Background: an optimization exercise with open tools, aiming at small area, a short achievable clock period and few clock cycles. Do not read the settings as production practice. Only simulation tests tie the RTL to the original design; equivalence was not proved.

===== flow/design.v =====
module goldschmidt_divider_q4_4 (
    input  wire       clk,
    input  wire       rst_n,
    input  wire       start,
    input  wire [7:0] numerator,
    input  wire [7:0] denominator,
    output wire [7:0] quotient,
    output reg        valid,
    output reg        error
);
    reg busy;
    always @(posedge clk or negedge rst_n) begin
        if (!rst_n) begin
            busy  <= 1'b0;
            valid <= 1'b0;
        end else begin
            busy  <= start;
            valid <= busy;
        end
    end
    wire       sgn0 = numerator[7] ^ denominator[7];
    wire [7:0] nr0  = numerator[7]   ? -numerator   : numerator;
    wire [7:0] dr0  = denominator[7] ? -denominator : denominator;
    reg [2:0] p0, cls0;
    always @(*) begin
        casez (dr0)
            8'b1???????: begin p0 = 3'd7; cls0 = dr0[6:4]; end
            8'b01??????: begin p0 = 3'd6; cls0 = dr0[5:3]; end
            8'b001?????: begin p0 = 3'd5; cls0 = dr0[4:2]; end
            8'b0001????: begin p0 = 3'd4; cls0 = dr0[3:1]; end
            8'b00001???: begin p0 = 3'd3; cls0 = dr0[2:0]; end
            8'b000001??: begin p0 = 3'd2; cls0 = {dr0[1:0], 1'b0}; end
            8'b0000001?: begin p0 = 3'd1; cls0 = {dr0[0], 2'b0}; end
            default:     begin p0 = 3'd0; cls0 = 3'd0; end
        endcase
    end
    reg [7:0] nr;
    reg [2:0] pa, cls;
    reg       sgna, dza, eq, d16, d128;
    always @(posedge clk) begin
        nr   <= nr0;
        pa   <= p0;
        cls  <= cls0;
        sgna <= sgn0;
        dza  <= (denominator == 8'd0);
        eq   <= (nr0 == dr0);
        d16  <= (dr0 == 8'h10);
        d128 <= (denominator == 8'h80);
    end
    reg [12:0] k1;
    reg [4:0]  d2;
    reg [1:0]  s3a;    
    always @(*) begin
        case (cls)
            3'd0:    begin k1 = 13'd7224; d2 = 5'd31; s3a = 2'd0; end
            3'd1:    begin k1 = 13'd6783; d2 = 5'd18; s3a = 2'd1; end
            3'd2:    begin k1 = 13'd6240; d2 = 5'd13; s3a = 2'd2; end
            3'd3:    begin k1 = 13'd5840; d2 = 5'd6; s3a = 2'd2; end
            3'd4:    begin k1 = 13'd5328; d2 = 5'd7; s3a = 2'd2; end
            3'd5:    begin k1 = 13'd5004; d2 = 5'd2; s3a = 2'd2; end
            3'd6:    begin k1 = 13'd4658; d2 = 5'd2; s3a = 2'd2; end
            default: begin k1 = 13'd4369; d2 = 5'd1; s3a = 2'd2; end
        endcase
    end
    wire m1_1;
    wire m1_2;
    wire m1_3;
    wire m1_4;
    wire m1_5;
    wire m1_6;
    wire m1_7;
    wire m1_8;
    wire m1_9;
    wire m1_10;
    wire m1_11;
    wire m1_12;
    wire m1_13;
    wire m1_14;
    wire m1_15;
    wire m1_16;
    wire m1_17;
    wire m1_18;
    wire m1_19;
    wire m1_20;
    wire m1_21;
    wire m1_22;
    wire m1_23;
    wire m1_24;
    wire m1_25;
    wire m1_26;
    wire m1_27;
    wire m1_28;
    wire m1_29;
    wire m1_30;
    wire m1_31;
    wire m1_32;
    wire m1_33;
    wire m1_34;
    wire m1_35;
    wire m1_36;
    wire m1_37;
    wire m1_38;
    wire m1_39;
    wire m1_40;
    wire m1_41;
    wire m1_42;
    wire m1_43;
    wire m1_44;
    wire m1_45;
    wire m1_46;
    wire m1_47;
    wire m1_48;
    wire m1_49;
    wire m1_50;
    wire m1_51;
    wire m1_52;
    wire m1_53;
    wire m1_54;
    wire m1_55;
    wire m1_56;
    wire m1_57;
    wire m1_58;
    wire m1_59;
    wire m1_60;
    wire m1_61;
    wire m1_62;
    wire m1_63;
    wire m1_64;
    wire m1_65;
    wire m1_66;
    wire m1_67;
    wire m1_68;
    wire m1_69;
    wire m1_70;
    wire m1_71;
    wire m1_72;
    wire m1_73;
    wire m1_74;
    wire m1_75;
    wire m1_76;
    wire m1_77;
    wire m1_78;
    wire m1_79;
    wire m1_80;
    wire m1_81;
    wire m1_82;
    wire m1_83;
    wire m1_84;
    wire m1_85;
    wire m1_86;
    wire m1_87;
    wire m1_88;
    wire m1_89;
    wire m1_90;
    wire m1_91;
    wire m1_92;
    wire m1_93;
    wire m1_94;
    wire m1_95;
    wire m1_96;
    wire m1_97;
    wire m1_98;
    wire m1_99;
    wire m1_100;
    wire m1_101;
    wire m1_102;
    wire m1_103;
    wire m1_104;
    wire m1_105;
    wire m1_106;
    wire m1_107;
    wire m1_108;
    wire m1_109;
    wire m1_110;
    wire m1_111;
    wire m1_112;
    wire m1_113;
    wire m1_114;
    wire m1_115;
    wire m1_116;
    wire m1_117;
    wire m1_118;
    wire m1_119;
    wire m1_120;
    wire m1_121;
    wire m1_122;
    wire m1_123;
    wire m1_124;
    wire m1_125;
    wire m1_126;
    wire m1_127;
    wire m1_128;
    wire m1_129;
    wire m1_130;
    wire m1_131;
    wire m1_132;
    wire m1_133;
    wire m1_134;
    wire m1_135;
    wire m1_136;
    wire m1_137;
    wire m1_138;
    wire m1_139;
    wire m1_140;
    wire m1_141;
    wire m1_142;
    wire m1_143;
    wire m1_144;
    assign m1_1 = (nr[0] & k1[2]) ^ (nr[1] & k1[1]) ^ (nr[2] & k1[0]);
    assign m1_2 = ((nr[0] & k1[2]) & (nr[1] & k1[1])) | ((nr[0] & k1[2]) & (nr[2] & k1[0])) | ((nr[1] & k1[1]) & (nr[2] & k1[0]));
    assign m1_3 = (nr[0] & k1[3]) ^ (nr[1] & k1[2]) ^ (nr[2] & k1[1]);
    assign m1_4 = ((nr[0] & k1[3]) & (nr[1] & k1[2])) | ((nr[0] & k1[3]) & (nr[2] & k1[1])) | ((nr[1] & k1[2]) & (nr[2] & k1[1]));
    assign m1_5 = (nr[3] & k1[0]) ^ m1_2 ^ m1_3;
    assign m1_6 = ((nr[3] & k1[0]) & m1_2) | ((nr[3] & k1[0]) & m1_3) | (m1_2 & m1_3);
    assign m1_7 = (nr[0] & k1[4]) ^ (nr[1] & k1[3]) ^ (nr[2] & k1[2]);
    assign m1_8 = ((nr[0] & k1[4]) & (nr[1] & k1[3])) | ((nr[0] & k1[4]) & (nr[2] & k1[2])) | ((nr[1] & k1[3]) & (nr[2] & k1[2]));
    assign m1_9 = (nr[3] & k1[1]) ^ (nr[4] & k1[0]) ^ m1_4;
    assign m1_10 = ((nr[3] & k1[1]) & (nr[4] & k1[0])) | ((nr[3] & k1[1]) & m1_4) | ((nr[4] & k1[0]) & m1_4);
    assign m1_11 = m1_7 ^ m1_9 ^ m1_6;
    assign m1_12 = (m1_7 & m1_9) | (m1_7 & m1_6) | (m1_9 & m1_6);
    assign m1_13 = (nr[0] & k1[5]) ^ (nr[1] & k1[4]) ^ (nr[2] & k1[3]);
    assign m1_14 = ((nr[0] & k1[5]) & (nr[1] & k1[4])) | ((nr[0] & k1[5]) & (nr[2] & k1[3])) | ((nr[1] & k1[4]) & (nr[2] & k1[3]));
    assign m1_15 = (nr[3] & k1[2]) ^ (nr[4] & k1[1]) ^ (nr[5] & k1[0]);
    assign m1_16 = ((nr[3] & k1[2]) & (nr[4] & k1[1])) | ((nr[3] & k1[2]) & (nr[5] & k1[0])) | ((nr[4] & k1[1]) & (nr[5] & k1[0]));
    assign m1_17 = m1_8 ^ m1_13 ^ m1_15;
    assign m1_18 = (m1_8 & m1_13) | (m1_8 & m1_15) | (m1_13 & m1_15);
    assign m1_19 = m1_10 ^ m1_17 ^ m1_12;
    assign m1_20 = (m1_10 & m1_17) | (m1_10 & m1_12) | (m1_17 & m1_12);
    assign m1_21 = (nr[0] & k1[6]) ^ (nr[1] & k1[5]) ^ (nr[2] & k1[4]);
    assign m1_22 = ((nr[0] & k1[6]) & (nr[1] & k1[5])) | ((nr[0] & k1[6]) & (nr[2] & k1[4])) | ((nr[1] & k1[5]) & (nr[2] & k1[4]));
    assign m1_23 = (nr[3] & k1[3]) ^ (nr[4] & k1[2]) ^ (nr[5] & k1[1]);
    assign m1_24 = ((nr[3] & k1[3]) & (nr[4] & k1[2])) | ((nr[3] & k1[3]) & (nr[5] & k1[1])) | ((nr[4] & k1[2]) & (nr[5] & k1[1]));
    assign m1_25 = (nr[6] & k1[0]) ^ m1_14 ^ m1_16;
    assign m1_26 = ((nr[6] & k1[0]) & m1_14) | ((nr[6] & k1[0]) & m1_16) | (m1_14 & m1_16);
    assign m1_27 = m1_21 ^ m1_23 ^ m1_25;
    assign m1_28 = (m1_21 & m1_23) | (m1_21 & m1_25) | (m1_23 & m1_25);
    assign m1_29 = m1_18 ^ m1_27 ^ m1_20;
    assign m1_30 = (m1_18 & m1_27) | (m1_18 & m1_20) | (m1_27 & m1_20);
    assign m1_31 = (nr[0] & k1[7]) ^ (nr[1] & k1[6]) ^ (nr[2] & k1[5]);
    assign m1_32 = ((nr[0] & k1[7]) & (nr[1] & k1[6])) | ((nr[0] & k1[7]) & (nr[2] & k1[5])) | ((nr[1] & k1[6]) & (nr[2] & k1[5]));
    assign m1_33 = (nr[3] & k1[4]) ^ (nr[4] & k1[3]) ^ (nr[5] & k1[2]);
    assign m1_34 = ((nr[3] & k1[4]) & (nr[4] & k1[3])) | ((nr[3] & k1[4]) & (nr[5] & k1[2])) | ((nr[4] & k1[3]) & (nr[5] & k1[2]));
    assign m1_35 = (nr[6] & k1[1]) ^ (nr[7] & k1[0]) ^ m1_22;
    assign m1_36 = ((nr[6] & k1[1]) & (nr[7] & k1[0])) | ((nr[6] & k1[1]) & m1_22) | ((nr[7] & k1[0]) & m1_22);
    assign m1_37 = m1_24 ^ m1_31 ^ m1_33;
    assign m1_38 = (m1_24 & m1_31) | (m1_24 & m1_33) | (m1_31 & m1_33);
    assign m1_39 = m1_26 ^ m1_35 ^ m1_37;
    assign m1_40 = (m1_26 & m1_35) | (m1_26 & m1_37) | (m1_35 & m1_37);
    assign m1_41 = m1_28 ^ m1_39 ^ m1_30;
    assign m1_42 = (m1_28 & m1_39) | (m1_28 & m1_30) | (m1_39 & m1_30);
    assign m1_43 = (nr[0] & k1[8]) ^ (nr[1] & k1[7]) ^ (nr[2] & k1[6]);
    assign m1_44 = ((nr[0] & k1[8]) & (nr[1] & k1[7])) | ((nr[0] & k1[8]) & (nr[2] & k1[6])) | ((nr[1] & k1[7]) & (nr[2] & k1[6]));
    assign m1_45 = (nr[3] & k1[5]) ^ (nr[4] & k1[4]) ^ (nr[5] & k1[3]);
    assign m1_46 = ((nr[3] & k1[5]) & (nr[4] & k1[4])) | ((nr[3] & k1[5]) & (nr[5] & k1[3])) | ((nr[4] & k1[4]) & (nr[5] & k1[3]));
    assign m1_47 = (nr[6] & k1[2]) ^ (nr[7] & k1[1]) ^ m1_32;
    assign m1_48 = ((nr[6] & k1[2]) & (nr[7] & k1[1])) | ((nr[6] & k1[2]) & m1_32) | ((nr[7] & k1[1]) & m1_32);
    assign m1_49 = m1_34 ^ m1_43 ^ m1_45;
    assign m1_50 = (m1_34 & m1_43) | (m1_34 & m1_45) | (m1_43 & m1_45);
    assign m1_51 = m1_36 ^ m1_47 ^ m1_38;
    assign m1_52 = (m1_36 & m1_47) | (m1_36 & m1_38) | (m1_47 & m1_38);
    assign m1_53 = m1_49 ^ m1_40 ^ m1_51;
    assign m1_54 = (m1_49 & m1_40) | (m1_49 & m1_51) | (m1_40 & m1_51);
    assign m1_55 = (nr[0] & k1[9]) ^ (nr[1] & k1[8]) ^ (nr[2] & k1[7]);
    assign m1_56 = ((nr[0] & k1[9]) & (nr[1] & k1[8])) | ((nr[0] & k1[9]) & (nr[2] & k1[7])) | ((nr[1] & k1[8]) & (nr[2] & k1[7]));
    assign m1_57 = (nr[3] & k1[6]) ^ (nr[4] & k1[5]) ^ (nr[5] & k1[4]);
    assign m1_58 = ((nr[3] & k1[6]) & (nr[4] & k1[5])) | ((nr[3] & k1[6]) & (nr[5] & k1[4])) | ((nr[4] & k1[5]) & (nr[5] & k1[4]));
    assign m1_59 = (nr[6] & k1[3]) ^ (nr[7] & k1[2]) ^ m1_44;
    assign m1_60 = ((nr[6] & k1[3]) & (nr[7] & k1[2])) | ((nr[6] & k1[3]) & m1_44) | ((nr[7] & k1[2]) & m1_44);
    assign m1_61 = m1_46 ^ m1_55 ^ m1_57;
    assign m1_62 = (m1_46 & m1_55) | (m1_46 & m1_57) | (m1_55 & m1_57);
    assign m1_63 = m1_48 ^ m1_59 ^ m1_50;
    assign m1_64 = (m1_48 & m1_59) | (m1_48 & m1_50) | (m1_59 & m1_50);
    assign m1_65 = m1_61 ^ m1_52 ^ m1_63;
    assign m1_66 = (m1_61 & m1_52) | (m1_61 & m1_63) | (m1_52 & m1_63);
    assign m1_67 = (nr[0] & k1[10]) ^ (nr[1] & k1[9]) ^ (nr[2] & k1[8]);
    assign m1_68 = ((nr[0] & k1[10]) & (nr[1] & k1[9])) | ((nr[0] & k1[10]) & (nr[2] & k1[8])) | ((nr[1] & k1[9]) & (nr[2] & k1[8]));
    assign m1_69 = (nr[3] & k1[7]) ^ (nr[4] & k1[6]) ^ (nr[5] & k1[5]);
    assign m1_70 = ((nr[3] & k1[7]) & (nr[4] & k1[6])) | ((nr[3] & k1[7]) & (nr[5] & k1[5])) | ((nr[4] & k1[6]) & (nr[5] & k1[5]));
    assign m1_71 = (nr[6] & k1[4]) ^ (nr[7] & k1[3]) ^ m1_56;
    assign m1_72 = ((nr[6] & k1[4]) & (nr[7] & k1[3])) | ((nr[6] & k1[4]) & m1_56) | ((nr[7] & k1[3]) & m1_56);
    assign m1_73 = m1_58 ^ m1_67 ^ m1_69;
    assign m1_74 = (m1_58 & m1_67) | (m1_58 & m1_69) | (m1_67 & m1_69);
    assign m1_75 = m1_60 ^ m1_71 ^ m1_62;
    assign m1_76 = (m1_60 & m1_71) | (m1_60 & m1_62) | (m1_71 & m1_62);
    assign m1_77 = m1_73 ^ m1_64 ^ m1_75;
    assign m1_78 = (m1_73 & m1_64) | (m1_73 & m1_75) | (m1_64 & m1_75);
    assign m1_79 = (nr[0] & k1[11]) ^ (nr[1] & k1[10]) ^ (nr[2] & k1[9]);
    assign m1_80 = ((nr[0] & k1[11]) & (nr[1] & k1[10])) | ((nr[0] & k1[11]) & (nr[2] & k1[9])) | ((nr[1] & k1[10]) & (nr[2] & k1[9]));
    assign m1_81 = (nr[3] & k1[8]) ^ (nr[4] & k1[7]) ^ (nr[5] & k1[6]);
    assign m1_82 = ((nr[3] & k1[8]) & (nr[4] & k1[7])) | ((nr[3] & k1[8]) & (nr[5] & k1[6])) | ((nr[4] & k1[7]) & (nr[5] & k1[6]));
    assign m1_83 = (nr[6] & k1[5]) ^ (nr[7] & k1[4]) ^ m1_68;
    assign m1_84 = ((nr[6] & k1[5]) & (nr[7] & k1[4])) | ((nr[6] & k1[5]) & m1_68) | ((nr[7] & k1[4]) & m1_68);
    assign m1_85 = m1_70 ^ m1_79 ^ m1_81;
    assign m1_86 = (m1_70 & m1_79) | (m1_70 & m1_81) | (m1_79 & m1_81);
    assign m1_87 = m1_72 ^ m1_83 ^ m1_74;
    assign m1_88 = (m1_72 & m1_83) | (m1_72 & m1_74) | (m1_83 & m1_74);
    assign m1_89 = m1_85 ^ m1_76 ^ m1_87;
    assign m1_90 = (m1_85 & m1_76) | (m1_85 & m1_87) | (m1_76 & m1_87);
    assign m1_91 = (nr[0] & k1[12]) ^ (nr[1] & k1[11]) ^ (nr[2] & k1[10]);
    assign m1_92 = ((nr[0] & k1[12]) & (nr[1] & k1[11])) | ((nr[0] & k1[12]) & (nr[2] & k1[10])) | ((nr[1] & k1[11]) & (nr[2] & k1[10]));
    assign m1_93 = (nr[3] & k1[9]) ^ (nr[4] & k1[8]) ^ (nr[5] & k1[7]);
    assign m1_94 = ((nr[3] & k1[9]) & (nr[4] & k1[8])) | ((nr[3] & k1[9]) & (nr[5] & k1[7])) | ((nr[4] & k1[8]) & (nr[5] & k1[7]));
    assign m1_95 = (nr[6] & k1[6]) ^ (nr[7] & k1[5]) ^ m1_80;
    assign m1_96 = ((nr[6] & k1[6]) & (nr[7] & k1[5])) | ((nr[6] & k1[6]) & m1_80) | ((nr[7] & k1[5]) & m1_80);
    assign m1_97 = m1_82 ^ m1_91 ^ m1_93;
    assign m1_98 = (m1_82 & m1_91) | (m1_82 & m1_93) | (m1_91 & m1_93);
    assign m1_99 = m1_84 ^ m1_95 ^ m1_86;
    assign m1_100 = (m1_84 & m1_95) | (m1_84 & m1_86) | (m1_95 & m1_86);
    assign m1_101 = m1_97 ^ m1_88 ^ m1_99;
    assign m1_102 = (m1_97 & m1_88) | (m1_97 & m1_99) | (m1_88 & m1_99);
    assign m1_103 = (nr[1] & k1[12]) ^ (nr[2] & k1[11]) ^ (nr[3] & k1[10]);
    assign m1_104 = ((nr[1] & k1[12]) & (nr[2] & k1[11])) | ((nr[1] & k1[12]) & (nr[3] & k1[10])) | ((nr[2] & k1[11]) & (nr[3] & k1[10]));
    assign m1_105 = (nr[4] & k1[9]) ^ (nr[5] & k1[8]) ^ (nr[6] & k1[7]);
    assign m1_106 = ((nr[4] & k1[9]) & (nr[5] & k1[8])) | ((nr[4] & k1[9]) & (nr[6] & k1[7])) | ((nr[5] & k1[8]) & (nr[6] & k1[7]));
    assign m1_107 = (nr[7] & k1[6]) ^ m1_92 ^ m1_94;
    assign m1_108 = ((nr[7] & k1[6]) & m1_92) | ((nr[7] & k1[6]) & m1_94) | (m1_92 & m1_94);
    assign m1_109 = m1_103 ^ m1_105 ^ m1_96;
    assign m1_110 = (m1_103 & m1_105) | (m1_103 & m1_96) | (m1_105 & m1_96);
    assign m1_111 = m1_107 ^ m1_98 ^ m1_100;
    assign m1_112 = (m1_107 & m1_98) | (m1_107 & m1_100) | (m1_98 & m1_100);
    assign m1_113 = m1_109 ^ m1_102 ^ m1_111;
    assign m1_114 = (m1_109 & m1_102) | (m1_109 & m1_111) | (m1_102 & m1_111);
    assign m1_115 = (nr[2] & k1[12]) ^ (nr[3] & k1[11]) ^ (nr[4] & k1[10]);
    assign m1_116 = ((nr[2] & k1[12]) & (nr[3] & k1[11])) | ((nr[2] & k1[12]) & (nr[4] & k1[10])) | ((nr[3] & k1[11]) & (nr[4] & k1[10]));
    assign m1_117 = (nr[5] & k1[9]) ^ (nr[6] & k1[8]) ^ (nr[7] & k1[7]);
    assign m1_118 = ((nr[5] & k1[9]) & (nr[6] & k1[8])) | ((nr[5] & k1[9]) & (nr[7] & k1[7])) | ((nr[6] & k1[8]) & (nr[7] & k1[7]));
    assign m1_119 = m1_104 ^ m1_106 ^ m1_115;
    assign m1_120 = (m1_104 & m1_106) | (m1_104 & m1_115) | (m1_106 & m1_115);
    assign m1_121 = m1_117 ^ m1_108 ^ m1_119;
    assign m1_122 = (m1_117 & m1_108) | (m1_117 & m1_119) | (m1_108 & m1_119);
    assign m1_123 = m1_110 ^ m1_121 ^ m1_112;
    assign m1_124 = (m1_110 & m1_121) | (m1_110 & m1_112) | (m1_121 & m1_112);
    assign m1_125 = (nr[3] & k1[12]) ^ (nr[4] & k1[11]) ^ (nr[5] & k1[10]);
    assign m1_126 = ((nr[3] & k1[12]) & (nr[4] & k1[11])) | ((nr[3] & k1[12]) & (nr[5] & k1[10])) | ((nr[4] & k1[11]) & (nr[5] & k1[10]));
    assign m1_127 = (nr[6] & k1[9]) ^ (nr[7] & k1[8]) ^ m1_116;
    assign m1_128 = ((nr[6] & k1[9]) & (nr[7] & k1[8])) | ((nr[6] & k1[9]) & m1_116) | ((nr[7] & k1[8]) & m1_116);
    assign m1_129 = m1_118 ^ m1_125 ^ m1_127;
    assign m1_130 = (m1_118 & m1_125) | (m1_118 & m1_127) | (m1_125 & m1_127);
    assign m1_131 = m1_120 ^ m1_122 ^ m1_129;
    assign m1_132 = (m1_120 & m1_122) | (m1_120 & m1_129) | (m1_122 & m1_129);
    assign m1_133 = (nr[4] & k1[12]) ^ (nr[5] & k1[11]) ^ (nr[6] & k1[10]);
    assign m1_134 = ((nr[4] & k1[12]) & (nr[5] & k1[11])) | ((nr[4] & k1[12]) & (nr[6] & k1[10])) | ((nr[5] & k1[11]) & (nr[6] & k1[10]));
    assign m1_135 = (nr[7] & k1[9]) ^ m1_126 ^ m1_133;
    assign m1_136 = ((nr[7] & k1[9]) & m1_126) | ((nr[7] & k1[9]) & m1_133) | (m1_126 & m1_133);
    assign m1_137 = m1_128 ^ m1_135 ^ m1_130;
    assign m1_138 = (m1_128 & m1_135) | (m1_128 & m1_130) | (m1_135 & m1_130);
    assign m1_139 = (nr[5] & k1[12]) ^ (nr[6] & k1[11]) ^ (nr[7] & k1[10]);
    assign m1_140 = ((nr[5] & k1[12]) & (nr[6] & k1[11])) | ((nr[5] & k1[12]) & (nr[7] & k1[10])) | ((nr[6] & k1[11]) & (nr[7] & k1[10]));
    assign m1_141 = m1_134 ^ m1_139 ^ m1_136;
    assign m1_142 = (m1_134 & m1_139) | (m1_134 & m1_136) | (m1_139 & m1_136);
    assign m1_143 = (nr[6] & k1[12]) ^ (nr[7] & k1[11]) ^ m1_140;
    assign m1_144 = ((nr[6] & k1[12]) & (nr[7] & k1[11])) | ((nr[6] & k1[12]) & m1_140) | ((nr[7] & k1[11]) & m1_140);
    wire [19:0] x_a = {(nr[7] & k1[12]), m1_143, m1_141, m1_132, m1_131, m1_114, m1_113, m1_90, m1_78, m1_66, m1_54, m1_53, m1_41, m1_29, m1_19, m1_11, m1_5, m1_1, (nr[0] & k1[1]), (nr[0] & k1[0])};
    wire [19:0] x_b = {m1_144, m1_142, m1_138, m1_137, m1_124, m1_123, 1'b0, m1_101, m1_89, m1_77, m1_65, m1_42, 1'b0, 1'b0, 1'b0, 1'b0, 1'b0, 1'b0, (nr[1] & k1[0]), 1'b0};
    wire [19:0] x = x_a + x_b;
    wire [11:0] n2 = x[19:8];
    wire m2_1;
    wire m2_2;
    wire m2_3;
    wire m2_4;
    wire m2_5;
    wire m2_6;
    wire m2_7;
    wire m2_8;
    wire m2_9;
    wire m2_10;
    wire m2_11;
    wire m2_12;
    wire m2_13;
    wire m2_14;
    wire m2_15;
    wire m2_16;
    wire m2_17;
    wire m2_18;
    wire m2_19;
    wire m2_20;
    wire m2_21;
    wire m2_22;
    wire m2_23;
    wire m2_24;
    wire m2_25;
    wire m2_26;
    wire m2_27;
    wire m2_28;
    wire m2_29;
    wire m2_30;
    wire m2_31;
    wire m2_32;
    wire m2_33;
    wire m2_34;
    wire m2_35;
    wire m2_36;
    wire m2_37;
    wire m2_38;
    wire m2_39;
    wire m2_40;
    wire m2_41;
    wire m2_42;
    wire m2_43;
    wire m2_44;
    wire m2_45;
    wire m2_46;
    wire m2_47;
    wire m2_48;
    wire m2_49;
    wire m2_50;
    wire m2_51;
    wire m2_52;
    wire m2_53;
    wire m2_54;
    wire m2_55;
    wire m2_56;
    wire m2_57;
    wire m2_58;
    wire m2_59;
    wire m2_60;
    wire m2_61;
    wire m2_62;
    wire m2_63;
    wire m2_64;
    wire m2_65;
    wire m2_66;
    wire m2_67;
    wire m2_68;
    wire m2_69;
    wire m2_70;
    wire m2_71;
    wire m2_72;
    wire m2_73;
    wire m2_74;
    wire m2_75;
    wire m2_76;
    wire m2_77;
    wire m2_78;
    wire m2_79;
    wire m2_80;
    wire m2_81;
    wire m2_82;
    assign m2_1 = (n2[0] & d2[2]) ^ (n2[1] & d2[1]) ^ (n2[2] & d2[0]);
    assign m2_2 = ((n2[0] & d2[2]) & (n2[1] & d2[1])) | ((n2[0] & d2[2]) & (n2[2] & d2[0])) | ((n2[1] & d2[1]) & (n2[2] & d2[0]));
    assign m2_3 = (n2[0] & d2[3]) ^ (n2[1] & d2[2]) ^ (n2[2] & d2[1]);
    assign m2_4 = ((n2[0] & d2[3]) & (n2[1] & d2[2])) | ((n2[0] & d2[3]) & (n2[2] & d2[1])) | ((n2[1] & d2[2]) & (n2[2] & d2[1]));
    assign m2_5 = (n2[3] & d2[0]) ^ m2_2 ^ m2_3;
    assign m2_6 = ((n2[3] & d2[0]) & m2_2) | ((n2[3] & d2[0]) & m2_3) | (m2_2 & m2_3);
    assign m2_7 = (n2[0] & d2[4]) ^ (n2[1] & d2[3]) ^ (n2[2] & d2[2]);
    assign m2_8 = ((n2[0] & d2[4]) & (n2[1] & d2[3])) | ((n2[0] & d2[4]) & (n2[2] & d2[2])) | ((n2[1] & d2[3]) & (n2[2] & d2[2]));
    assign m2_9 = (n2[3] & d2[1]) ^ (n2[4] & d2[0]) ^ m2_4;
    assign m2_10 = ((n2[3] & d2[1]) & (n2[4] & d2[0])) | ((n2[3] & d2[1]) & m2_4) | ((n2[4] & d2[0]) & m2_4);
    assign m2_11 = m2_7 ^ m2_6 ^ m2_9;
    assign m2_12 = (m2_7 & m2_6) | (m2_7 & m2_9) | (m2_6 & m2_9);
    assign m2_13 = (n2[1] & d2[4]) ^ (n2[2] & d2[3]) ^ (n2[3] & d2[2]);
    assign m2_14 = ((n2[1] & d2[4]) & (n2[2] & d2[3])) | ((n2[1] & d2[4]) & (n2[3] & d2[2])) | ((n2[2] & d2[3]) & (n2[3] & d2[2]));
    assign m2_15 = (n2[4] & d2[1]) ^ (n2[5] & d2[0]) ^ m2_8;
    assign m2_16 = ((n2[4] & d2[1]) & (n2[5] & d2[0])) | ((n2[4] & d2[1]) & m2_8) | ((n2[5] & d2[0]) & m2_8);
    assign m2_17 = m2_13 ^ m2_10 ^ m2_15;
    assign m2_18 = (m2_13 & m2_10) | (m2_13 & m2_15) | (m2_10 & m2_15);
    assign m2_19 = (n2[2] & d2[4]) ^ (n2[3] & d2[3]) ^ (n2[4] & d2[2]);
    assign m2_20 = ((n2[2] & d2[4]) & (n2[3] & d2[3])) | ((n2[2] & d2[4]) & (n2[4] & d2[2])) | ((n2[3] & d2[3]) & (n2[4] & d2[2]));
    assign m2_21 = (n2[5] & d2[1]) ^ (n2[6] & d2[0]) ^ m2_14;
    assign m2_22 = ((n2[5] & d2[1]) & (n2[6] & d2[0])) | ((n2[5] & d2[1]) & m2_14) | ((n2[6] & d2[0]) & m2_14);
    assign m2_23 = m2_19 ^ m2_16 ^ m2_21;
    assign m2_24 = (m2_19 & m2_16) | (m2_19 & m2_21) | (m2_16 & m2_21);
    assign m2_25 = (n2[3] & d2[4]) ^ (n2[4] & d2[3]) ^ (n2[5] & d2[2]);
    assign m2_26 = ((n2[3] & d2[4]) & (n2[4] & d2[3])) | ((n2[3] & d2[4]) & (n2[5] & d2[2])) | ((n2[4] & d2[3]) & (n2[5] & d2[2]));
    assign m2_27 = (n2[6] & d2[1]) ^ (n2[7] & d2[0]) ^ m2_20;
    assign m2_28 = ((n2[6] & d2[1]) & (n2[7] & d2[0])) | ((n2[6] & d2[1]) & m2_20) | ((n2[7] & d2[0]) & m2_20);
    assign m2_29 = m2_25 ^ m2_22 ^ m2_27;
    assign m2_30 = (m2_25 & m2_22) | (m2_25 & m2_27) | (m2_22 & m2_27);
    assign m2_31 = n2[0] ^ (n2[4] & d2[4]) ^ (n2[5] & d2[3]);
    assign m2_32 = (n2[0] & (n2[4] & d2[4])) | (n2[0] & (n2[5] & d2[3])) | ((n2[4] & d2[4]) & (n2[5] & d2[3]));
    assign m2_33 = (n2[6] & d2[2]) ^ (n2[7] & d2[1]) ^ (n2[8] & d2[0]);
    assign m2_34 = ((n2[6] & d2[2]) & (n2[7] & d2[1])) | ((n2[6] & d2[2]) & (n2[8] & d2[0])) | ((n2[7] & d2[1]) & (n2[8] & d2[0]));
    assign m2_35 = m2_26 ^ m2_31 ^ m2_33;
    assign m2_36 = (m2_26 & m2_31) | (m2_26 & m2_33) | (m2_31 & m2_33);
    assign m2_37 = m2_28 ^ m2_35 ^ m2_30;
    assign m2_38 = (m2_28 & m2_35) | (m2_28 & m2_30) | (m2_35 & m2_30);
    assign m2_39 = n2[1] ^ (n2[5] & d2[4]) ^ (n2[6] & d2[3]);
    assign m2_40 = (n2[1] & (n2[5] & d2[4])) | (n2[1] & (n2[6] & d2[3])) | ((n2[5] & d2[4]) & (n2[6] & d2[3]));
    assign m2_41 = (n2[7] & d2[2]) ^ (n2[8] & d2[1]) ^ (n2[9] & d2[0]);
    assign m2_42 = ((n2[7] & d2[2]) & (n2[8] & d2[1])) | ((n2[7] & d2[2]) & (n2[9] & d2[0])) | ((n2[8] & d2[1]) & (n2[9] & d2[0]));
    assign m2_43 = m2_32 ^ m2_34 ^ m2_39;
    assign m2_44 = (m2_32 & m2_34) | (m2_32 & m2_39) | (m2_34 & m2_39);
    assign m2_45 = m2_41 ^ m2_36 ^ m2_43;
    assign m2_46 = (m2_41 & m2_36) | (m2_41 & m2_43) | (m2_36 & m2_43);
    assign m2_47 = n2[2] ^ (n2[6] & d2[4]) ^ (n2[7] & d2[3]);
    assign m2_48 = (n2[2] & (n2[6] & d2[4])) | (n2[2] & (n2[7] & d2[3])) | ((n2[6] & d2[4]) & (n2[7] & d2[3]));
    assign m2_49 = (n2[8] & d2[2]) ^ (n2[9] & d2[1]) ^ (n2[10] & d2[0]);
    assign m2_50 = ((n2[8] & d2[2]) & (n2[9] & d2[1])) | ((n2[8] & d2[2]) & (n2[10] & d2[0])) | ((n2[9] & d2[1]) & (n2[10] & d2[0]));
    assign m2_51 = m2_40 ^ m2_42 ^ m2_47;
    assign m2_52 = (m2_40 & m2_42) | (m2_40 & m2_47) | (m2_42 & m2_47);
    assign m2_53 = m2_49 ^ m2_44 ^ m2_51;
    assign m2_54 = (m2_49 & m2_44) | (m2_49 & m2_51) | (m2_44 & m2_51);
    assign m2_55 = n2[3] ^ (n2[7] & d2[4]) ^ (n2[8] & d2[3]);
    assign m2_56 = (n2[3] & (n2[7] & d2[4])) | (n2[3] & (n2[8] & d2[3])) | ((n2[7] & d2[4]) & (n2[8] & d2[3]));
    assign m2_57 = (n2[9] & d2[2]) ^ (n2[10] & d2[1]) ^ (n2[11] & d2[0]);
    assign m2_58 = ((n2[9] & d2[2]) & (n2[10] & d2[1])) | ((n2[9] & d2[2]) & (n2[11] & d2[0])) | ((n2[10] & d2[1]) & (n2[11] & d2[0]));
    assign m2_59 = m2_48 ^ m2_50 ^ m2_55;
    assign m2_60 = (m2_48 & m2_50) | (m2_48 & m2_55) | (m2_50 & m2_55);
    assign m2_61 = m2_57 ^ m2_52 ^ m2_59;
    assign m2_62 = (m2_57 & m2_52) | (m2_57 & m2_59) | (m2_52 & m2_59);
    assign m2_63 = n2[4] ^ (n2[8] & d2[4]) ^ (n2[9] & d2[3]);
    assign m2_64 = (n2[4] & (n2[8] & d2[4])) | (n2[4] & (n2[9] & d2[3])) | ((n2[8] & d2[4]) & (n2[9] & d2[3]));
    assign m2_65 = (n2[10] & d2[2]) ^ (n2[11] & d2[1]) ^ m2_56;
    assign m2_66 = ((n2[10] & d2[2]) & (n2[11] & d2[1])) | ((n2[10] & d2[2]) & m2_56) | ((n2[11] & d2[1]) & m2_56);
    assign m2_67 = m2_58 ^ m2_63 ^ m2_60;
    assign m2_68 = (m2_58 & m2_63) | (m2_58 & m2_60) | (m2_63 & m2_60);
    assign m2_69 = m2_65 ^ m2_67 ^ m2_62;
    assign m2_70 = (m2_65 & m2_67) | (m2_65 & m2_62) | (m2_67 & m2_62);
    assign m2_71 = n2[5] ^ (n2[9] & d2[4]) ^ (n2[10] & d2[3]);
    assign m2_72 = (n2[5] & (n2[9] & d2[4])) | (n2[5] & (n2[10] & d2[3])) | ((n2[9] & d2[4]) & (n2[10] & d2[3]));
    assign m2_73 = (n2[11] & d2[2]) ^ m2_64 ^ m2_71;
    assign m2_74 = ((n2[11] & d2[2]) & m2_64) | ((n2[11] & d2[2]) & m2_71) | (m2_64 & m2_71);
    assign m2_75 = m2_66 ^ m2_73 ^ m2_68;
    assign m2_76 = (m2_66 & m2_73) | (m2_66 & m2_68) | (m2_73 & m2_68);
    assign m2_77 = n2[6] ^ (n2[10] & d2[4]) ^ (n2[11] & d2[3]);
    assign m2_78 = (n2[6] & (n2[10] & d2[4])) | (n2[6] & (n2[11] & d2[3])) | ((n2[10] & d2[4]) & (n2[11] & d2[3]));
    assign m2_79 = m2_72 ^ m2_77 ^ m2_74;
    assign m2_80 = (m2_72 & m2_77) | (m2_72 & m2_74) | (m2_77 & m2_74);
    assign m2_81 = n2[7] ^ (n2[11] & d2[4]) ^ m2_78;
    assign m2_82 = (n2[7] & (n2[11] & d2[4])) | (n2[7] & m2_78) | ((n2[11] & d2[4]) & m2_78);
    wire [19:0] y_a = {n2[11], n2[10], n2[9], n2[8], m2_81, m2_79, m2_75, m2_69, m2_54, m2_46, m2_45, m2_37, m2_24, m2_18, m2_12, m2_11, m2_5, m2_1, (n2[0] & d2[1]), (n2[0] & d2[0])};
    wire [19:0] y_b = {1'b0, 1'b0, 1'b0, m2_82, m2_80, m2_76, m2_70, 1'b0, m2_61, m2_53, m2_38, 1'b0, m2_29, m2_23, m2_17, 1'b0, 1'b0, 1'b0, (n2[1] & d2[0]), 1'b0};
    wire [19:0] y = y_a + y_b;
    wire [11:0] n3 = y[19:8];
    reg [7:0] rom;
    always @(*) begin
        case (nr[6:0])
            7'd0: rom = 8'd0;
            7'd1: rom = 8'd187;
            7'd2: rom = 8'd229;
            7'd3: rom = 8'd108;
            7'd4: rom = 8'd242;
            7'd5: rom = 8'd173;
            7'd6: rom = 8'd215;
            7'd7: rom = 8'd94;
            7'd8: rom = 8'd229;
            7'd9: rom = 8'd15;
            7'd10: rom = 8'd202;
            7'd11: rom = 8'd81;
            7'd12: rom = 8'd122;
            7'd13: rom = 8'd1;
            7'd14: rom = 8'd188;
            7'd15: rom = 8'd67;
            7'd16: rom = 8'd109;
            7'd17: rom = 8'd244;
            7'd18: rom = 8'd123;
            7'd19: rom = 8'd216;
            7'd20: rom = 8'd95;
            7'd21: rom = 8'd230;
            7'd22: rom = 8'd16;
            7'd23: rom = 8'd203;
            7'd24: rom = 8'd82;
            7'd25: rom = 8'd217;
            7'd26: rom = 8'd3;
            7'd27: rom = 8'd138;
            7'd28: rom = 8'd68;
            7'd29: rom = 8'd110;
            7'd30: rom = 8'd245;
            7'd31: rom = 8'd124;
            7'd32: rom = 8'd166;
            7'd33: rom = 8'd97;
            7'd34: rom = 8'd232;
            7'd35: rom = 8'd111;
            7'd36: rom = 8'd153;
            7'd37: rom = 8'd83;
            7'd38: rom = 8'd218;
            7'd39: rom = 8'd4;
            7'd40: rom = 8'd139;
            7'd41: rom = 8'd18;
            7'd42: rom = 8'd112;
            7'd43: rom = 8'd247;
            7'd44: rom = 8'd125;
            7'd45: rom = 8'd4;
            7'd46: rom = 8'd98;
            7'd47: rom = 8'd233;
            7'd48: rom = 8'd112;
            7'd49: rom = 8'd154;
            7'd50: rom = 8'd33;
            7'd51: rom = 8'd220;
            7'd52: rom = 8'd5;
            7'd53: rom = 8'd140;
            7'd54: rom = 8'd19;
            7'd55: rom = 8'd206;
            7'd56: rom = 8'd248;
            7'd57: rom = 8'd127;
            7'd58: rom = 8'd6;
            7'd59: rom = 8'd47;
            7'd60: rom = 8'd234;
            7'd61: rom = 8'd113;
            7'd62: rom = 8'd155;
            7'd63: rom = 8'd34;
            7'd64: rom = 8'd169;
            7'd65: rom = 8'd100;
            7'd66: rom = 8'd141;
            7'd67: rom = 8'd20;
            7'd68: rom = 8'd155;
            7'd69: rom = 8'd249;
            7'd70: rom = 8'd128;
            7'd71: rom = 8'd7;
            7'd72: rom = 8'd49;
            7'd73: rom = 8'd183;
            7'd74: rom = 8'd114;
            7'd75: rom = 8'd249;
            7'd76: rom = 8'd35;
            7'd77: rom = 8'd170;
            7'd78: rom = 8'd101;
            7'd79: rom = 8'd143;
            7'd80: rom = 8'd21;
            7'd81: rom = 8'd156;
            7'd82: rom = 8'd198;
            7'd83: rom = 8'd129;
            7'd84: rom = 8'd8;
            7'd85: rom = 8'd143;
            7'd86: rom = 8'd58;
            7'd87: rom = 8'd245;
            7'd88: rom = 8'd30;
            7'd89: rom = 8'd165;
            7'd90: rom = 8'd44;
            7'd91: rom = 8'd179;
            7'd92: rom = 8'd17;
            7'd93: rom = 8'd152;
            7'd94: rom = 8'd31;
            7'd95: rom = 8'd72;
            7'd96: rom = 8'd207;
            7'd97: rom = 8'd138;
            7'd98: rom = 8'd180;
            7'd99: rom = 8'd59;
            7'd100: rom = 8'd194;
            7'd101: rom = 8'd125;
            7'd102: rom = 8'd166;
            7'd103: rom = 8'd45;
            7'd104: rom = 8'd180;
            7'd105: rom = 8'd222;
            7'd106: rom = 8'd153;
            7'd107: rom = 8'd32;
            7'd108: rom = 8'd74;
            7'd109: rom = 8'd208;
            7'd110: rom = 8'd139;
            7'd111: rom = 8'd18;
            7'd112: rom = 8'd60;
            7'd113: rom = 8'd195;
            7'd114: rom = 8'd74;
            7'd115: rom = 8'd168;
            7'd116: rom = 8'd47;
            7'd117: rom = 8'd181;
            7'd118: rom = 8'd223;
            7'd119: rom = 8'd154;
            7'd120: rom = 8'd33;
            7'd121: rom = 8'd168;
            7'd122: rom = 8'd210;
            7'd123: rom = 8'd89;
            7'd124: rom = 8'd19;
            7'd125: rom = 8'd61;
            7'd126: rom = 8'd196;
            7'd127: rom = 8'd75;
            default: rom = 8'd0;
        endcase
    end
    reg [7:0] spec0;
    always @(*) begin
        if (dza)       spec0 = 8'h00;
        else if (eq)   spec0 = 8'h10;
        else if (d16)  spec0 = nr;
        else           spec0 = rom;
    end
    reg [11:0] n3b;
    reg [7:0]  spec;
    reg [2:0]  pb;
    reg [1:0]  s3;
    reg        usesp, sg;
    always @(posedge clk) begin
        n3b   <= n3;
        spec  <= spec0;
        pb    <= pa;
        s3    <= s3a;
        usesp <= dza | eq | d16 | d128;
        sg    <= sgna & ~dza;
        error <= dza;
    end
    wire [12:0] n4 = n3b + ((s3 == 2'd0) ? (n3b >> 6) : (s3 == 2'd1) ? (n3b >> 7) : (n3b >> 8));
    wire [12:0] n4s = n4 >> pb;
    wire [7:0]  xm = usesp ? spec : n4s[8:1];
    wire        cm = ~usesp & n4s[0];
    assign quotient = (xm ^ {8{sg}}) + {7'd0, sg ^ cm};
endmodule

===== flow/run.sh =====
#!/bin/bash
# synth_recipe.tcl (not shown) runs the flow's synth.tcl, then flattens the netlist and writes it again
# the make line also repeats each setting of config.mk as NAME=value (left out here)
make -C /OpenROAD-flow-scripts/flow DESIGN_CONFIG=/design/flow/config.mk WORK_HOME=/design/flow/orfs CLKGATE_MAP_FILE= SYNTH_SCRIPT=/design/flow/synth_recipe.tcl finish

===== flow/config.mk =====
export PLATFORM = sky130hd
export DESIGN_NAME = goldschmidt_divider_q4_4
export DESIGN_NICKNAME = goldschmidt_divider_q4_4
export VERILOG_FILES = /design/flow/design.v
export SDC_FILE = /design/flow/constraint.sdc
export NUM_CORES = 4
export LEC_CHECK = 0
export CAP_MARGIN = 20
export CORE_MARGIN = 2
export CORE_UTILIZATION = 40
export SLEW_MARGIN = 20

===== flow/constraint.sdc =====
create_clock -name core_clock -period 8.0 [get_ports {clk}]
set_input_delay 1.6000 -clock core_clock [delete_from_list [all_inputs] [get_ports {clk}]]
set_output_delay 1.6000 -clock core_clock [all_outputs]
set_load 0.01 [all_outputs]

==> metrics.cfg <==
[synthesis]
async_flop_share_pct = 3.51
synth_area_leader_cell = fa_1
synth_compound_area_share_pct = 21.3
synth_top_family_by_area = adder cells
synth_simple_gate_area_share_pct = 21.2
synth.ff_latch_count = 57
synth_cell_types = 87
synth.mux.area_fraction_pct = 2.73
synth_enable_flop_cells = 0
avgSynthCellArea_um2 = 7.78
ys.flop_type = dfxtp_1
yosys_warnings = 1
synth-xor-area-share_pct = 5.67
synth_nets = 1439
synth_area_um2 = 9840
synth_top_area_share_pct = 23.2
synthTopCellsByArea = fa_1 (23%), dfxtp_1 (11%), nand2_1 (5.6%)
ys_seq_area_share_pct = 11.7
syn_inst = 1265
synthAdderAreaFrac_pct = 28.4

[clock_tree]
cts_sinks = 57
h-tree-depth = 3
insertion_delay_ns = 0.34
tritoncts = yes
cts_buffers = 9
clk_pin_slew_ns = 0.05
holdBufCountCts = 0
clk_path_buf_depth = 2
root_buffer = clkbuf_16

[global_routing]
antenna_found_initial = 0
overflow = 0
first_global_vias = 8810
grt_max_degree = 60
grt_usage_pct = 21.1
grt_pass1_wl_um = 44500

[critical_path]
crit_path_start_kind = flip-flop
slowest_delay_ns = 0.56
worstReg2RegStart = cls[2]$_DFF_P_
criticalPathCategory = flip-flop to flip-flop
critPathLaunch = cls[2]$_DFF_P_
cp.required_ns = 8.26
crit_path_end_kind = flip-flop
crit_fanout = 5
cp.arrival_ns = 8.09
cpMaxStageDelayCell = fa_1

[floorplanning]
coreArea_um2 = 24200
start_util_pct = 40.6
io_pins = 29
die_y_um = 161
die_w_um = 161
num_rows = 57
die_area_um2 = 25900

[sta]
hold_viol_final = 0
slew_violations = 0
holdWs_ns = 0.323
rsz0062_at_grt = yes
fin_crit_ns = 7.83
relSlewSlack_pct = 34.5
setup_violations = 0
fmax_mhz = 128
worstMarginPinSlew_ns = 0.981
fin_crit_sh_pct = 97.9
skew_ns = 0.0119

[hold_path]
hp-start = pa[2]$_DFF_P_
hp-class = flip-flop to flip-flop

[route]
wl_per_cell_um = 16.4
num_vias = 9214
wl_um = 27400
drc = 0
firstDrtPassIters = 5
ant_nets = 0
drt-initial-drc-count = 775
vias_per_cell = 5.53

[final_layout]
n_antenna_cell = 0
layout_common_cells = nand2_1 (144), inv_1 (132), buf_4 (108), nor2_1 (106), fa_1 (93)
final_area_um2 = 11900
syn2layout_area_growth_pct = 20.9
fin_nets = 1511
nFillCells = 2341
drive_above_1_share_pct = 18.3
final_common_cell = nand2_1

[placement]
dpl_cell_area_um2 = 11000
dp_hpwl_um = 21000
place_congestion = 0.918
portBuffers = 28

[flow_run]
max-cap-violations = 0

[status]
status = finished clean

cells by family (layout without fill, tap and decap cells):
logic type | count (synthesis) | in the layout
compound gates | 301 | 301
xor+xnor | 62 | 62
fa+ha+maj | 155 | 155
buf+inv | 230 | 307
flops | 57 | 57
mux | 23 | 23
simple gates | 437 | 437
layout make-up:
type                    instances  area [um2]  area share (%)
multi-input cells             978        8260            69.4
repair buffers                144        1200            10.1
flip-flops and latches         57        1160            9.77
inverters                     147         552            4.64
well taps                     324         405            3.41
clock buffers                  10         239            2.01
clock inverters                 6        88.8           0.746
routing by layer:
metal | up-vias | wire length, um | track usage, %
li1 | 4456 | - | -
met4 | 0 | 593 | 6.45
met1 | 4452 | 12300 | 28.9
met2 | 261 | 13200 | 35.2
met3 | 45 | 1230 | 2.09
met5 | - | 0 | 0
registers in the layout, indices dropped and copies added (netlist names):
signal	cells
valid	1
busy	1
usesp	1
pb	3
nr	8
s3	2
sgna	1
d16	1
n3b	12
pa	3
d128	1
rom	8
spec	8
eq	1
dza	1
error	1
sg	1
cls	3
critical path: cells and delay by family, from the launching register on:
family / cells / cell delay [ns]
XOR/XNOR: 2 / 0.24
adder cells (fa/ha/maj): 10 / 3.94
AND/OR/NAND/NOR: 8 / 1.20
buffers and inverters: 7 / 0.65
flip-flops: 1 / 0.36
AO/OA/AOI/OAI: 7 / 1.35
worst paths after layout:
check                             endpoint  slack [ns]  cells after the start
min in group asynchronous  valid$_DFF_PN0_        1.43                      1
hold reg to reg              pb[2]$_DFF_P_        0.32                      0
max in group asynchronous   busy$_DFF_PN0_        6.45                      1
setup reg to reg           n3b[11]$_DFF_P_        0.17                     34
setup / recovery           n3b[11]$_DFF_P_        0.17                     34
hold / removal               pb[2]$_DFF_P_        0.32                      0
timing repair:
item,in CTS,in global routing
pin swaps,7,42
setup endpoints to repair,3,12
resized for setup,15,89
hold endpoints to repair,0,0
cloned,0,0
buffers inserted,2,14
metrics by stage:
step                std cells  setup WS (ns)  TNS (ns)  util (%)
floorplan                1265         0.0506         0         -
global placement         1634        -0.0134   -0.0134      45.5
detailed placement       1634         -0.174    -0.306      45.5
CTS                      1652         0.0132         0      47.1
global route             1666        -0.0806    -0.121      49.1
finish                   1666          0.169         0      49.1
synth_stat cells (5+ instances only):
master	number
nand2_1	146
inv_1	140
fa_1	114
nor2_1	112
a21oi_1	64
clkbuf_1	61
dfxtp_1	55
o21ai_0	50
and2_1	49
ha_1	41
xnor2_1	39
nand3_1	26
a211oi_1	22
nor3_1	22
o211ai_1	22
xor2_1	21
mux2i_1	19
a31oi_1	17
buf_2	13
nand2b_1	13
nor2b_1	11
o221ai_1	10
and3_1	9
a21o_1	8
a221oi_1	8
nor4_1	8
o21a_1	8
o311ai_0	8
o31ai_1	8
or3_1	8
a21boi_0	7
a311oi_1	7
buf_1	7
nand4_1	6
o2111ai_1	6
or2_2	6
clkinv_1	5
Testbench counts, summed over its fixed seeds: cycles 32,000.

port drivers added, routing unchanged:
In the flow no input, the clock included, has a driving cell. The finished layout below was timed again as built, in two steps.
Step 1: set_driving_cell puts a clkbuf_16 on clk and a buf_2 on each other input, an assumption about the parent block.
Step 2 times the ports against the registers' clock, not the clock port: input delays grow and output delays shrink by t, the midpoint of the rising clock arrivals with the driver on.
Three values: ideal, step 1, step 2; two values: the first two.
t (ns): 0.368
setup WS [ns]: 0.169 / 0.169 / 0.169
hold slack, ns: 0.323 / 0.323 / 0.323
worst setup path after step 2: register to register
cell pins on the clock port's net: 1
After both steps setup and hold are still met in this run. The setup slack of this run moves by 0.000 ns with the drivers and by 0.000 ns with both steps.
